Context: an optimization exercise on an open-source flow, tuned for small area, a short achievable clock period and few clock cycles per item. The choices shown serve that exercise and are no tape-out recipe.
No functional check of the RTL was part of any run shown here.
No activity file was given, so power comes from the tool's default toggle rates.

==> flow/design.v <==
module mult (
    input  [7:0]  x,
    input  [2:0]  c,
    output [15:0] y
);
    wire t1 = x[0] & x[2];
    wire t2 = x[1] & (x[0] | c[2]);
    wire t3 = x[0] & x[3];
    wire t4 = x[2] & ~x[1];
    wire t5 = x[0] & x[4];
    wire t6 = x[1] & x[3];
    wire t7 = x[1] & x[2];
    wire t8 = x[0] & x[5];
    wire t9 = x[1] & x[4];
    wire t10 = x[3] & ~x[2];
    wire t11 = x[0] & x[6];
    wire t12 = x[1] & x[5];
    wire t13 = x[2] & x[4];
    wire t14 = x[2] & x[3];
    wire t15 = x[0] & x[7];
    wire t16 = x[1] & x[6];
    wire t17 = x[2] & x[5];
    wire t18 = x[4] & ~x[3];
    wire t19 = x[1] & x[7];
    wire t20 = x[2] & x[6];
    wire t21 = x[3] & x[5];
    wire t22 = x[3] & x[4];
    wire t23 = x[2] & x[7];
    wire t24 = x[3] & x[6];
    wire t25 = x[5] & ~x[4];
    wire t26 = x[3] & x[7];
    wire t27 = x[4] & x[6];
    wire t28 = x[4] & x[5];
    wire t29 = x[4] & x[7];
    wire t30 = x[6] & ~x[5];
    wire t31 = x[5] & x[7];
    wire t32 = x[5] & x[6];
    wire t33 = x[7] & ~x[6];
    wire t34 = x[6] & x[7];
    wire t35 = (t1 & t2) | (1'b0 & (t1 ^ t2));
    wire t36 = t1 ^ t2 ^ 1'b0;
    wire t37 = (t1 ^ t2) ^ (1'b0 ^ 1'b0);
    wire t38 = t37 ^ 1'b0;
    wire t39 = t37 ? 1'b0 : 1'b0;
    wire t40 = (t3 & t4) | (1'b0 & (t3 ^ t4));
    wire t41 = t3 ^ t4 ^ 1'b0;
    wire t42 = (t3 ^ t4) ^ (1'b0 ^ 1'b0);
    wire t43 = t42 ^ t35;
    wire t44 = t42 ? t35 : 1'b0;
    wire t45 = (t5 & t6) | (t7 & (t5 ^ t6));
    wire t46 = t5 ^ t6 ^ t7;
    wire t47 = (t5 ^ t6) ^ (t7 ^ 1'b0);
    wire t48 = t47 ^ t40;
    wire t49 = t47 ? t40 : 1'b0;
    wire t50 = (t8 & t9) | (t10 & (t8 ^ t9));
    wire t51 = t8 ^ t9 ^ t10;
    wire t52 = (t8 ^ t9) ^ (t10 ^ 1'b0);
    wire t53 = t52 ^ t45;
    wire t54 = t52 ? t45 : 1'b0;
    wire t55 = (t11 & t12) | (t13 & (t11 ^ t12));
    wire t56 = t11 ^ t12 ^ t13;
    wire t57 = (t11 ^ t12) ^ (t13 ^ t14);
    wire t58 = t57 ^ t50;
    wire t59 = t57 ? t50 : t14;
    wire t60 = (t15 & t16) | (t17 & (t15 ^ t16));
    wire t61 = t15 ^ t16 ^ t17;
    wire t62 = (t15 ^ t16) ^ (t17 ^ t18);
    wire t63 = t62 ^ t55;
    wire t64 = t62 ? t55 : t18;
    wire t65 = (t19 & t20) | (t21 & (t19 ^ t20));
    wire t66 = t19 ^ t20 ^ t21;
    wire t67 = (t19 ^ t20) ^ (t21 ^ t22);
    wire t68 = t67 ^ t60;
    wire t69 = t67 ? t60 : t22;
    wire t70 = (t23 & t24) | (t25 & (t23 ^ t24));
    wire t71 = t23 ^ t24 ^ t25;
    wire t72 = (t23 ^ t24) ^ (t25 ^ 1'b0);
    wire t73 = t72 ^ t65;
    wire t74 = t72 ? t65 : 1'b0;
    wire t75 = (t26 & t27) | (t28 & (t26 ^ t27));
    wire t76 = t26 ^ t27 ^ t28;
    wire t77 = (t26 ^ t27) ^ (t28 ^ 1'b0);
    wire t78 = t77 ^ t70;
    wire t79 = t77 ? t70 : 1'b0;
    wire t80 = (t29 & t30) | (1'b0 & (t29 ^ t30));
    wire t81 = t29 ^ t30 ^ 1'b0;
    wire t82 = (t29 ^ t30) ^ (1'b0 ^ 1'b0);
    wire t83 = t82 ^ t75;
    wire t84 = t82 ? t75 : 1'b0;
    wire t85 = (t31 & t32) | (1'b0 & (t31 ^ t32));
    wire t86 = t31 ^ t32 ^ 1'b0;
    wire t87 = (t31 ^ t32) ^ (1'b0 ^ 1'b0);
    wire t88 = t87 ^ t80;
    wire t89 = t87 ? t80 : 1'b0;
    wire t90 = (t33 & 1'b0) | (1'b0 & (t33 ^ 1'b0));
    wire t91 = t33 ^ 1'b0 ^ 1'b0;
    wire t92 = (t33 ^ 1'b0) ^ (1'b0 ^ 1'b0);
    wire t93 = t92 ^ t85;
    wire t94 = t92 ? t85 : 1'b0;
    wire t95 = (t34 & 1'b0) | (1'b0 & (t34 ^ 1'b0));
    wire t96 = t34 ^ 1'b0 ^ 1'b0;
    wire t97 = (t34 ^ 1'b0) ^ (1'b0 ^ 1'b0);
    wire t98 = t97 ^ t90;
    wire t99 = t38 & 1'b0;
    wire t100 = t39 & t43;
    wire t101 = t44 & t48;
    wire t102 = t49 & t53;
    wire t103 = t54 & t58;
    wire t104 = t59 & t63;
    wire t105 = t64 & t68;
    wire t106 = t69 & t73;
    wire t107 = t74 & t78;
    wire t108 = t79 & t83;
    wire t109 = t84 & t88;
    wire t110 = t89 & t93;
    wire t111 = t94 & t98;
    wire t112 = t38 ^ 1'b0;
    wire t113 = t39 ^ t43;
    wire t114 = t44 ^ t48;
    wire t115 = t49 ^ t53;
    wire t116 = t54 ^ t58;
    wire t117 = t59 ^ t63;
    wire t118 = t64 ^ t68;
    wire t119 = t69 ^ t73;
    wire t120 = t74 ^ t78;
    wire t121 = t79 ^ t83;
    wire t122 = t84 ^ t88;
    wire t123 = t89 ^ t93;
    wire t124 = t94 ^ t98;
    wire t125 = t100 | (t113 & t99);
    wire t126 = t113 & t112;
    wire t127 = t102 | (t115 & t101);
    wire t128 = t115 & t114;
    wire t129 = t104 | (t117 & t103);
    wire t130 = t117 & t116;
    wire t131 = t106 | (t119 & t105);
    wire t132 = t119 & t118;
    wire t133 = t108 | (t121 & t107);
    wire t134 = t121 & t120;
    wire t135 = t110 | (t123 & t109);
    wire t136 = t123 & t122;
    wire t137 = t101 | (t114 & t125);
    wire t138 = t114 & t126;
    wire t139 = t127 | (t128 & t125);
    wire t140 = t128 & t126;
    wire t141 = t105 | (t118 & t129);
    wire t142 = t118 & t130;
    wire t143 = t131 | (t132 & t129);
    wire t144 = t132 & t130;
    wire t145 = t109 | (t122 & t133);
    wire t146 = t122 & t134;
    wire t147 = t135 | (t136 & t133);
    wire t148 = t136 & t134;
    wire t149 = t103 | (t116 & t139);
    wire t150 = t116 & t140;
    wire t151 = t129 | (t130 & t139);
    wire t152 = t130 & t140;
    wire t153 = t141 | (t142 & t139);
    wire t154 = t142 & t140;
    wire t155 = t143 | (t144 & t139);
    wire t156 = t144 & t140;
    wire t157 = t111 | (t124 & t147);
    wire t158 = t124 & t148;
    wire t159 = t107 | (t120 & t155);
    wire t160 = t120 & t156;
    wire t161 = t133 | (t134 & t155);
    wire t162 = t134 & t156;
    wire t163 = t145 | (t146 & t155);
    wire t164 = t146 & t156;
    wire t165 = t147 | (t148 & t155);
    wire t166 = t148 & t156;
    wire t167 = t157 | (t158 & t155);
    wire t168 = t158 & t156;
    wire t169 = t113 ^ t99;
    wire t170 = t114 ^ t125;
    wire t171 = t115 ^ t137;
    wire t172 = t116 ^ t139;
    wire t173 = t117 ^ t149;
    wire t174 = t118 ^ t151;
    wire t175 = t119 ^ t153;
    wire t176 = t120 ^ t155;
    wire t177 = t121 ^ t159;
    wire t178 = t122 ^ t161;
    wire t179 = t123 ^ t163;
    wire t180 = t124 ^ t165;
    wire [2:0] lo = {x[1] & ~x[0], 1'b0, x[0]} + c;
    assign y = {t180, t179, t178, t177, t176, t175, t174, t173, t172, t171, t170, t169, t112, lo};
endmodule
module cubroot (
    input  [7:0] x_bi,
    output [2:0] y_bo
);
    wire [7:0] x = x_bi;
    wire ge1   = |x;
    wire ge8   = |x[7:3];
    wire ge27  = |x[7:5] | (x[4] & x[3] & (x[2] | (x[1] & x[0])));
    wire ge64  = x[7] | x[6];
    wire ge125 = x[7] | (x[6] & x[5] & x[4] & x[3] & x[2] & (x[1] | x[0]));
    wire ge216 = x[7] & x[6] & (x[5] | (x[4] & x[3]));
    assign y_bo[2] = ge64;
    assign y_bo[1] = (ge8 & ~ge64) | ge216;
    assign y_bo[0] = (ge1 & ~ge8) | (ge27 & ~ge64) | (ge125 & ~ge216);
endmodule
module cubroot_add_system (
    input clk_i,
    input rst_i,
    input start_i,
    input [7:0] a_bi,
    input [7:0] b_bi,
    output busy_o,
    output reg [15:0] result
);
    wire        load = start_i & ~rst_i;
    wire [2:0]  cub_result;
    wire [15:0] sum;
    cubroot cub (.x_bi(b_bi), .y_bo(cub_result));
    mult square (.x(a_bi), .c(cub_result), .y(sum));
    always @(posedge clk_i) begin
        if (load)
            result <= sum;
    end
    assign busy_o = 1'b0;
endmodule
==> flow/flow/run.sh <==
#!/bin/bash
# The standard layout (standard.sh) with three changes:
#  - synthesis leaves full and half adders as plain logic for ABC (no adder
#    cells from ADDER_MAP_FILE),
#  - the final ABC mapping runs flow/abc.script when that file exists,
#  - every port is buffered by sky130_fd_sc_hd__buf_1.
# Each tool's output goes to the ORFS logs under orfs/logs; make's own output
# goes to standard.log here.
set -euo pipefail
here=$(pwd)
export ADDER_MAP_FILE=
export BUFFER_PORTS_ARGS="-buffer_cell sky130_fd_sc_hd__buf_1"
export FLOW_SYNTH_TCL="$here/synth_recipe.tcl"
if [[ -f "$here/flow/abc.script" ]]; then
  export MY_ABC_SCRIPT="$here/flow/abc.script"
  sed "s#SYNTH_SCRIPT=[^ ]*#SYNTH_SCRIPT=$here/flow/synth.tcl#" standard.sh > my_standard.sh
else
  cp standard.sh my_standard.sh
fi
bash my_standard.sh > standard.log 2>&1
==> flow/flow/abc.script <==
strash
 dch
 map -B 0.5 -G 120
 topo
 stime -c
 buffer -c
 upsize -c
 dnsize -c
==> flow/flow/synth.tcl <==
# The standard flow's synthesis script (synth_recipe.tcl, unchanged) with the final ABC
# mapping run on MY_ABC_SCRIPT instead of ORFS's abc_speed/abc_area script.
proc abc {args} {
  set i [lsearch -exact $args -script]
  if {$i >= 0} { lset args [expr {$i + 1}] $::env(MY_ABC_SCRIPT) }
  yosys abc {*}$args
}
source $::env(FLOW_SYNTH_TCL)
==> flow/standard.sh <==
#!/bin/bash
# synth_recipe.tcl (not shown) runs the flow's synth.tcl, then flattens the netlist and writes it again
# the make line also repeats each setting of config.mk as NAME=value (left out here)
make -C /OpenROAD-flow-scripts/flow DESIGN_CONFIG=/design/flow/config.mk WORK_HOME=/design/flow/orfs CLKGATE_MAP_FILE= SYNTH_SCRIPT=/design/flow/synth_recipe.tcl "${@:-finish}"
==> flow/config.mk <==
export PLATFORM = sky130hd
export DESIGN_NAME = cubroot_add_system
export DESIGN_NICKNAME = cubroot_add_system
export VERILOG_FILES = /design/flow/design.v
export SDC_FILE = /design/flow/constraint.sdc
export NUM_CORES = 4
export LEC_CHECK = 0
export CAP_MARGIN = 20
export CORE_AREA = 2 2 60 60
export CTS_BUF_LIST = sky130_fd_sc_hd__clkbuf_4
export DIE_AREA = 0 0 62 62
export SETUP_SLACK_MARGIN = 2.2
export SLEW_MARGIN = 20
==> flow/constraint.sdc <==
create_clock -name core_clock -period 5.0 [get_ports {clk_i}]
set_input_delay 1.0000 -clock core_clock [delete_from_list [all_inputs] [get_ports {clk_i}]]
set_output_delay 1.0000 -clock core_clock [all_outputs]
set_load 0.01 [all_outputs]
==> results of run 1 <==
power groups by stage:
| stage | Clock (uW) | Sequential [uW] | Combinational, uW |
|---|---|---|---|
| floorplan | 0 | 183 | 132 |
| global placement | 0 | 175 | 172 |
| detailed placement | 0 | 175 | 174 |
| CTS | 65.5 | 172 | 175 |
| global route | 69.5 | 173 | 203 |
| finish | 64.9 | 172 | 175 |
cells in the final DEF (no fill, tap or decap), types with 2 or more instances in the layout:
master / Yosys / final
xnor2_1: 7 / 7
a21oi_1: 6 / 6
nor2_1: 20 / 19
nand4_1: 7 / 7
nor2_2: 1 / 2
nand3_2: 4 / 4
nand2_2: 3 / 2
nor4_1: 2 / 2
nand3b_1: 2 / 2
xor2_1: 4 / 4
a21oi_2: 2 / 2
o21ai_1: 3 / 3
edfxtp_1: 16 / 16
buf_2: 1 / 5
buf_1: 0 / 26
clkbuf_4: 0 / 3
nand2_4: 1 / 2
o21ai_0: 5 / 5
inv_1: 23 / 23
clkinv_1: 2 / 3
nand3_1: 35 / 35
clkbuf_2: 0 / 3
nand2_1: 117 / 117
metal layers:
layer	track usage [%]	vias up
met5	0	-
met4	4.56	0
met3	1.24	4
met2	36.3	51
met1	26.7	798
li1	-	991
timing repair:
| item | CTS | global route |
|---|---|---|
| pin swaps | 0 | 0 |
| setup buffers | 0 | 0 |
| resized for setup | 5 | 5 |
| setup endpoints to repair | 5 | 7 |
cells by family after synthesis:
| logic type | synth area share (%) |
|---|---|
| AOI/OAI and AO/OA | 8.44 |
| xor gates and xnor gates | 5.33 |
| buffers and inverters | 10.0 |
| DFF | 26.6 |
| other | 0.207 |
| and+or+nand+nor | 49.4 |
stage by stage:
step	utilization, %	std cells	setup slack (ns)
floorplan	-	286	2.47
global placement	58.4	356	1.85
detailed placement	58.4	356	1.84
CTS	59.4	360	2.26
global route	59.7	360	2.20
finish	59.7	360	2.41
layout make-up:
cell class | count | share of cell area, %
clock buffer | 3 | 1.15
inverter | 26 | 4.98
tap | 46 | 2.94
sequential | 16 | 24.5
timing repair buffer | 35 | 7.40
clock inverter | 1 | 0.191
multi-input combinational | 233 | 58.8
how the worst max path moves through the flow:
stage | to | slack (ns) | depth (start not counted)
final | result[13]$_DFFE_PP_ | 2.41 | 14
after global placement | result[14]$_DFFE_PP_ | 1.85 | 14
after global routing | result[13]$_DFFE_PP_ | 2.20 | 14
after CTS | result[13]$_DFFE_PP_ | 2.26 | 14
after detailed placement | result[12]$_DFFE_PP_ | 1.84 | 16
after floorplan | result[14]$_DFFE_PP_ | 2.47 | 13
==> results.yml, run 1 <==
synth:
  yosysMostFrequentCell: "nand2_1"
  synth_ff_type: "edfxtp_1"
  synthDistinctLibCells: 37
  synth-edff-count: 16
  synth_top_area_share_pct: 26.6
  syn_nets: 305
  ys_warn_count: 1
  syn_inst: 286
  synth_common_cells: "nand2_1 (117), nand3_1 (35), inv_1 (23), nor2_1 (20), edfxtp_1 (16)"
  synth-async-reset-ratio_pct: 0
  netlist_area_um2: 1810
  yosys.area.top_type: "edfxtp_1"
  synth_area_leaders: "edfxtp_1 (27%), nand2_1 (24%), nand3_1 (9.7%)"
  ys_ff_latch: 16
  seq_area_frac_synth_pct: 26.6
  syn_area_per_cell_um2: 6.32
sta:
  holdWs_ns: 1.20
  rsz0062_at_grt: "no"
  fin_tns_setup_ns: 0
  fin_crit_ns: 2.59
  fmax_ghz: 0.387
  hold_viol_final: 0
  slew_viol_final: 0
  setup_viol: 0
  fin_crit_sh_pct: 51.7
floorplanning:
  coreArea_um2: 3280
  row_count: 21
  pin_count: 36
  die_w_um: 62
  start_util_pct: 55.0
  die_h_um: 62
  fp.dieArea_um2: 3840
place:
  hpwl_um: 3080
  dpl_cell_area_um2: 1920
  io_buffers: 34
  gp_congestion: 0.828
critical_path:
  worstSetupPathType: "input port to flip-flop"
  critical-path-top-delay-family: "simple AND/OR/NAND/NOR gates"
  crit_top_cell: "nand2_1"
  cp.arrival_ns: 2.62
  crit_slowest_cell: "buf_2"
  cp-startpoint: "a_bi[3]"
  path_buf_inv: 3
  crit_fanout: 11
  cp_slowest_stage_delay_ns: 0.22
  end_kind: "flip-flop"
  cp-start-kind: "input port"
  required_ns: 5.03
  worstPathCellList: "buf_2, inv_1, nor2_2, inv_1, nand2_1, o2111ai_2, a21oi_2, nand2_1, nand2_1, nand2_2, nand2_4, nand2_1, nand3b_1, nand2_1"
finish:
  multiInputGateArea_um2: 1150
  drive_gt1_share_pct: 10.2
  regMostFlops: "result"
  fillers: 329
  layout.nets: 334
  largest_reg_flops: 16
  reg.largest.list: "result (16)"
  n_antenna_cell: 0
  stdcell_area_um2: 1960
  seq_area_um2: 480
  area_growth_pct: 8.44
global_routing:
  antenna_found_initial: 0
  grt_overflow: 0
  grt_first_pass_wirelength_um: 5980
  grt_max_degree: 19
  grtUsageTotal_pct: 20.3
  grt_pass1_vias: 1500
route:
  num_vias: 1844
  wl_per_cell_um: 10.3
  met1_length_um: 1790
  via_per_inst: 5.12
  drt-total-wl_um: 3700
  dr.pass1.iters: 5
  wl_met2_um: 1710
  routed.top_layer: "met4"
  wl_met3_um: 171
  first_iter_violations: 49
  detail-route-antenna-nets: 0
  drc_errors: 0
power_and_ir_drop:
  fin_total_pwr_uw: 412
  seq_power_share_pct: 41.7
  switching_share_pct: 37.1
  p_per_area_nw_per_um2: 210
  leakagePower_uw: 0.000975
  clock_power_share_pct: 15.8
  pwr-share-comb_pct: 42.5
  p_switching_uw: 153
  p_int_uw: 259
  irDropWorstVdd_mv: 0.0809
cts:
  cts_buffer_depth: 2
  numCtsBuffers: 3
  cts_tree: "yes"
  clockRootBuffer: "clkbuf_4"
  path_clk_slew_ns: 0.08
  clkSinkCount: 16
  htree_levels: 1
  hold_buffers: 0
hold_path:
  hold_depth: 3
  hp-start: "rst_i"
  worstHoldEndpoint: "result[8]$_DFFE_PP_"
  hp-class: "input port to flip-flop"
outcome:
  status: "complete, no violations"
flow_run:
  max-cap-violations: 0
==> inputs of run 2 (changes only) <==
--- a/flow/design.v
+++ b/flow/design.v
@@ -139,52 +139,46 @@
     wire t134 = t121 & t120;
     wire t135 = t110 | (t123 & t109);
     wire t136 = t123 & t122;
-    wire t137 = t101 | (t114 & t125);
-    wire t138 = t114 & t126;
-    wire t139 = t127 | (t128 & t125);
-    wire t140 = t128 & t126;
-    wire t141 = t105 | (t118 & t129);
-    wire t142 = t118 & t130;
-    wire t143 = t131 | (t132 & t129);
-    wire t144 = t132 & t130;
-    wire t145 = t109 | (t122 & t133);
-    wire t146 = t122 & t134;
-    wire t147 = t135 | (t136 & t133);
-    wire t148 = t136 & t134;
-    wire t149 = t103 | (t116 & t139);
-    wire t150 = t116 & t140;
-    wire t151 = t129 | (t130 & t139);
-    wire t152 = t130 & t140;
-    wire t153 = t141 | (t142 & t139);
-    wire t154 = t142 & t140;
-    wire t155 = t143 | (t144 & t139);
-    wire t156 = t144 & t140;
-    wire t157 = t111 | (t124 & t147);
-    wire t158 = t124 & t148;
-    wire t159 = t107 | (t120 & t155);
-    wire t160 = t120 & t156;
-    wire t161 = t133 | (t134 & t155);
-    wire t162 = t134 & t156;
-    wire t163 = t145 | (t146 & t155);
-    wire t164 = t146 & t156;
-    wire t165 = t147 | (t148 & t155);
-    wire t166 = t148 & t156;
-    wire t167 = t157 | (t158 & t155);
-    wire t168 = t158 & t156;
-    wire t169 = t113 ^ t99;
-    wire t170 = t114 ^ t125;
-    wire t171 = t115 ^ t137;
-    wire t172 = t116 ^ t139;
-    wire t173 = t117 ^ t149;
-    wire t174 = t118 ^ t151;
-    wire t175 = t119 ^ t153;
-    wire t176 = t120 ^ t155;
-    wire t177 = t121 ^ t159;
-    wire t178 = t122 ^ t161;
-    wire t179 = t123 ^ t163;
-    wire t180 = t124 ^ t165;
+    wire t137 = t127 | (t128 & t125);
+    wire t138 = t128 & t126;
+    wire t139 = t131 | (t132 & t129);
+    wire t140 = t132 & t130;
+    wire t141 = t135 | (t136 & t133);
+    wire t142 = t136 & t134;
+    wire t143 = t139 | (t140 & t137);
+    wire t144 = t140 & t138;
+    wire t145 = t141 | (t142 & t143);
+    wire t146 = t142 & t144;
+    wire t147 = t129 | (t130 & t137);
+    wire t148 = t130 & t138;
+    wire t149 = t133 | (t134 & t143);
+    wire t150 = t134 & t144;
+    wire t151 = t101 | (t114 & t125);
+    wire t152 = t114 & t126;
+    wire t153 = t103 | (t116 & t137);
+    wire t154 = t116 & t138;
+    wire t155 = t105 | (t118 & t147);
+    wire t156 = t118 & t148;
+    wire t157 = t107 | (t120 & t143);
+    wire t158 = t120 & t144;
+    wire t159 = t109 | (t122 & t149);
+    wire t160 = t122 & t150;
+    wire t161 = t111 | (t124 & t145);
+    wire t162 = t124 & t146;
+    wire t163 = t113 ^ t99;
+    wire t164 = t114 ^ t125;
+    wire t165 = t115 ^ t151;
+    wire t166 = t116 ^ t137;
+    wire t167 = t117 ^ t153;
+    wire t168 = t118 ^ t147;
+    wire t169 = t119 ^ t155;
+    wire t170 = t120 ^ t143;
+    wire t171 = t121 ^ t157;
+    wire t172 = t122 ^ t149;
+    wire t173 = t123 ^ t159;
+    wire t174 = t124 ^ t145;
     wire [2:0] lo = {x[1] & ~x[0], 1'b0, x[0]} + c;
-    assign y = {t180, t179, t178, t177, t176, t175, t174, t173, t172, t171, t170, t169, t112, lo};
+    assign y = {t174, t173, t172, t171, t170, t169, t168, t167, t166, t165, t164, t163, t112, lo};
 endmodule
 module cubroot (
     input  [7:0] x_bi,
==> results.yml, run 2 <==
outcome:
  status: "complete, no violations"
finish:
  final_cells: 367
  stdcell_area_um2: 2010
  area_growth_pct: 7.13
  regMostFlops: "result"
  mostFrequentLayoutCells: "nand2_1 (117), nand3_1 (29), buf_1 (26)"
  drive_gt1_share_pct: 14.0
  multiInputGateArea_um2: 1200
  reg.largest.list: "result (16)"
  largest_reg_flops: 16
  utilization_pct: 61.2
  final_common_cell: "nand2_1"
  fillers: 351
  seq_area_um2: 480
  n_antenna_cell: 0
  layout.nets: 342
global_routing:
  grt_first_pass_wirelength_um: 6110
  grtUsageTotal_pct: 20.9
  grt_overflow: 0
  antenna_found_initial: 0
  grt_max_degree: 20
  grt_pass1_vias: 1485
critical_path:
  crit_fanout: 16
  cp.arrival_ns: 2.59
  critical-path-top-delay-family: "simple AND/OR/NAND/NOR gates"
  required_ns: 5.02
  cp-startpoint: "a_bi[1]"
  cp-start-kind: "input port"
  worstPathCellList: "buf_2, nand2_1, nand2_1, nand2_1, o21ai_1, nand4_2, nor2_2, nand2_1, nand2_1, nand2_2, nand2_4, and2_4, a21oi_1"
  crit_top_cell: "nand2_1"
  end_kind: "flip-flop"
  path_buf_inv: 1
  crit_slowest_cell: "buf_2"
  worstSetupPathType: "input port to flip-flop"
  cp_slowest_stage_delay_ns: 0.27
  cp_num_cells: 13
  worstSetupEndpoint: "result[13]$_DFFE_PP_"
cts:
  postCtsSetupBuffers: 0
  path_clk_slew_ns: 0.08
  htree_levels: 1
  hold_buffers: 0
  clkSinkCount: 16
  cts_buffer_depth: 2
  cts_tree: "yes"
  clockRootBuffer: "clkbuf_4"
  numCtsBuffers: 3
route:
  wl_per_cell_um: 10.0
  first_iter_violations: 87
  detail-route-antenna-nets: 0
  drc_errors: 0
  num_vias: 1867
  dr.pass1.iters: 4
  via_per_inst: 5.09
  drt-total-wl_um: 3680
synth:
  synth-async-reset-ratio_pct: 0
  syn_area_per_cell_um2: 6.36
  ys_warn_count: 1
  synth-edff-count: 16
  synth_common_cells: "nand2_1 (117), nand3_1 (29), inv_1 (23), nor2_1 (23), edfxtp_1 (16)"
  seq_area_frac_synth_pct: 25.6
  synth_top_area_share_pct: 25.6
  yosysMostFrequentCell: "nand2_1"
  ys_ff_latch: 16
  syn_inst: 295
  netlist_area_um2: 1880
  syn_nets: 314
  synthDistinctLibCells: 31
  yosys.area.top_type: "edfxtp_1"
  synth_ff_type: "edfxtp_1"
  synth_area_leaders: "edfxtp_1 (26%), nand2_1 (23%), nand3_1 (7.7%)"
sta:
  fmax_ghz: 0.389
  fin_crit_ns: 2.57
  fin_tns_setup_ns: 0
  hold_viol_final: 0
  slew_viol_final: 0
  rsz0062_at_grt: "no"
  fin_crit_sh_pct: 51.4
  setup_viol: 0
power_and_ir_drop:
  fin_total_pwr_uw: 414
  p_per_area_nw_per_um2: 206
  pwr-share-comb_pct: 43.6
  irDropWorstVdd_mv: 0.0748
  switching_share_pct: 37.5
  clock_power_share_pct: 15.1
  p_switching_uw: 155
  leakagePower_uw: 0.00100
  p_int_uw: 259
  seq_power_share_pct: 41.3
floorplanning:
  start_util_pct: 57.1
  die_w_um: 62
  coreArea_um2: 3280
  die_h_um: 62
  pin_count: 36
  fp.dieArea_um2: 3840
  row_count: 21
place:
  io_buffers: 34
  hpwl_um: 2950
  dpl.cell_count: 364
  gp_congestion: 0.818
  dpl_cell_area_um2: 1970
hold_path:
  hp-start: "rst_i"
  hp-class: "input port to flip-flop"
flow_run:
  max-cap-violations: 0
[run 2: cell families (layout without fill, tap and decap cells)]
family                 count (synthesis)  count (layout)  share of synthesized area [%]
AND/OR/NAND/NOR                      207             207                           52.4
flip-flops                            16              16                           25.6
AO/OA/AOI/OAI                         23              23                           7.07
buffers and inverters                 39              65                           10.5
XOR/XNOR                               9               9                           4.20
other                                  1               1                          0.200
[run 2: final cells by class]
cell class	count	share of cell area (%)
sequential	16	23.9
timing repair buffer	35	7.47
inverter	27	5.04
tap	46	2.86
clock buffer	3	1.12
multi-input combinational	240	59.6
[run 2: power by group through the flow]
| stage | registers [uW] | logic (uW) | clock network [uW] |
|---|---|---|---|
| global route | 173 | 210 | 68.3 |
| finish | 171 | 181 | 62.4 |
| CTS | 171 | 180 | 64.0 |
| floorplan | 182 | 140 | 0 |
| global placement | 174 | 177 | 0 |
| detailed placement | 174 | 179 | 0 |
[run 2: worst min-delay path by stage]
stage,depth (start not counted),slack (ns),endpoint
2_1_floorplan,2,1.24,result[15]$_DFFE_PP_
3_3_place_gp,1,1.44,result[10]
3_5_place_dp,1,1.44,result[0]
4_1_cts,3,1.20,result[0]$_DFFE_PP_
5_1_grt,3,1.22,result[2]$_DFFE_PP_
6_report,3,1.20,result[0]$_DFFE_PP_
[run 2: metal layers]
metal	share of wire (%)	GRT usage, %	wire (um)	vias up
li1	-	-	-	1016
met1	52	29.2	1900	793
met2	43	32.7	1570	52
met3	3.9	2.07	145	6
met4	1.9	8.81	70	0
met5	0	0	0	-
[run 2: metrics by stage]
stage / hold WS, ns / setup WS (ns)
6_report: 1.20 / 2.43
5_1_grt: 1.22 / 2.21
4_1_cts: 1.20 / 2.21
3_5_place_dp: 1.44 / 1.75
3_3_place_gp: 1.44 / 1.79
2_1_floorplan: 1.24 / 2.44
[run 2: timing repair]
action                                  CTS  global route
resized for setup                         5             5
endpoints found under the hold margin     0             0
endpoints found under the setup margin    6             7

separate check: timing with driven ports:
The results above use ideal ports. As a check the final layouts listed here were re-extracted and re-timed, cells and wires unchanged.
Step 1: set_driving_cell puts a clkbuf_16 on clk_i and a buf_2 on each other input, an assumption about the parent block.
Step 2 times the ports against the registers' clock, not the clock port: input delays grow and output delays shrink by t, the midpoint of the rising clock arrivals with the driver on.
Three values: ideal ports, drivers, drivers and shift; two values: the first two.
| run | t (ns) | setup WS [ns] | slew at the worst register clock pin (ns) |
|---|---|---|---|
| run 1 | 0.295 | 2.414 / 2.415 / 2.120 | 0.08 / 0.08 |
| run 2 | 0.296 | 2.428 / 2.431 / 2.135 | 0.08 / 0.08 |
After both steps every run listed still meets setup and hold. The setup slack of run 1, which loses most, moves by +0.001 ns with the drivers and by -0.294 ns with both steps.
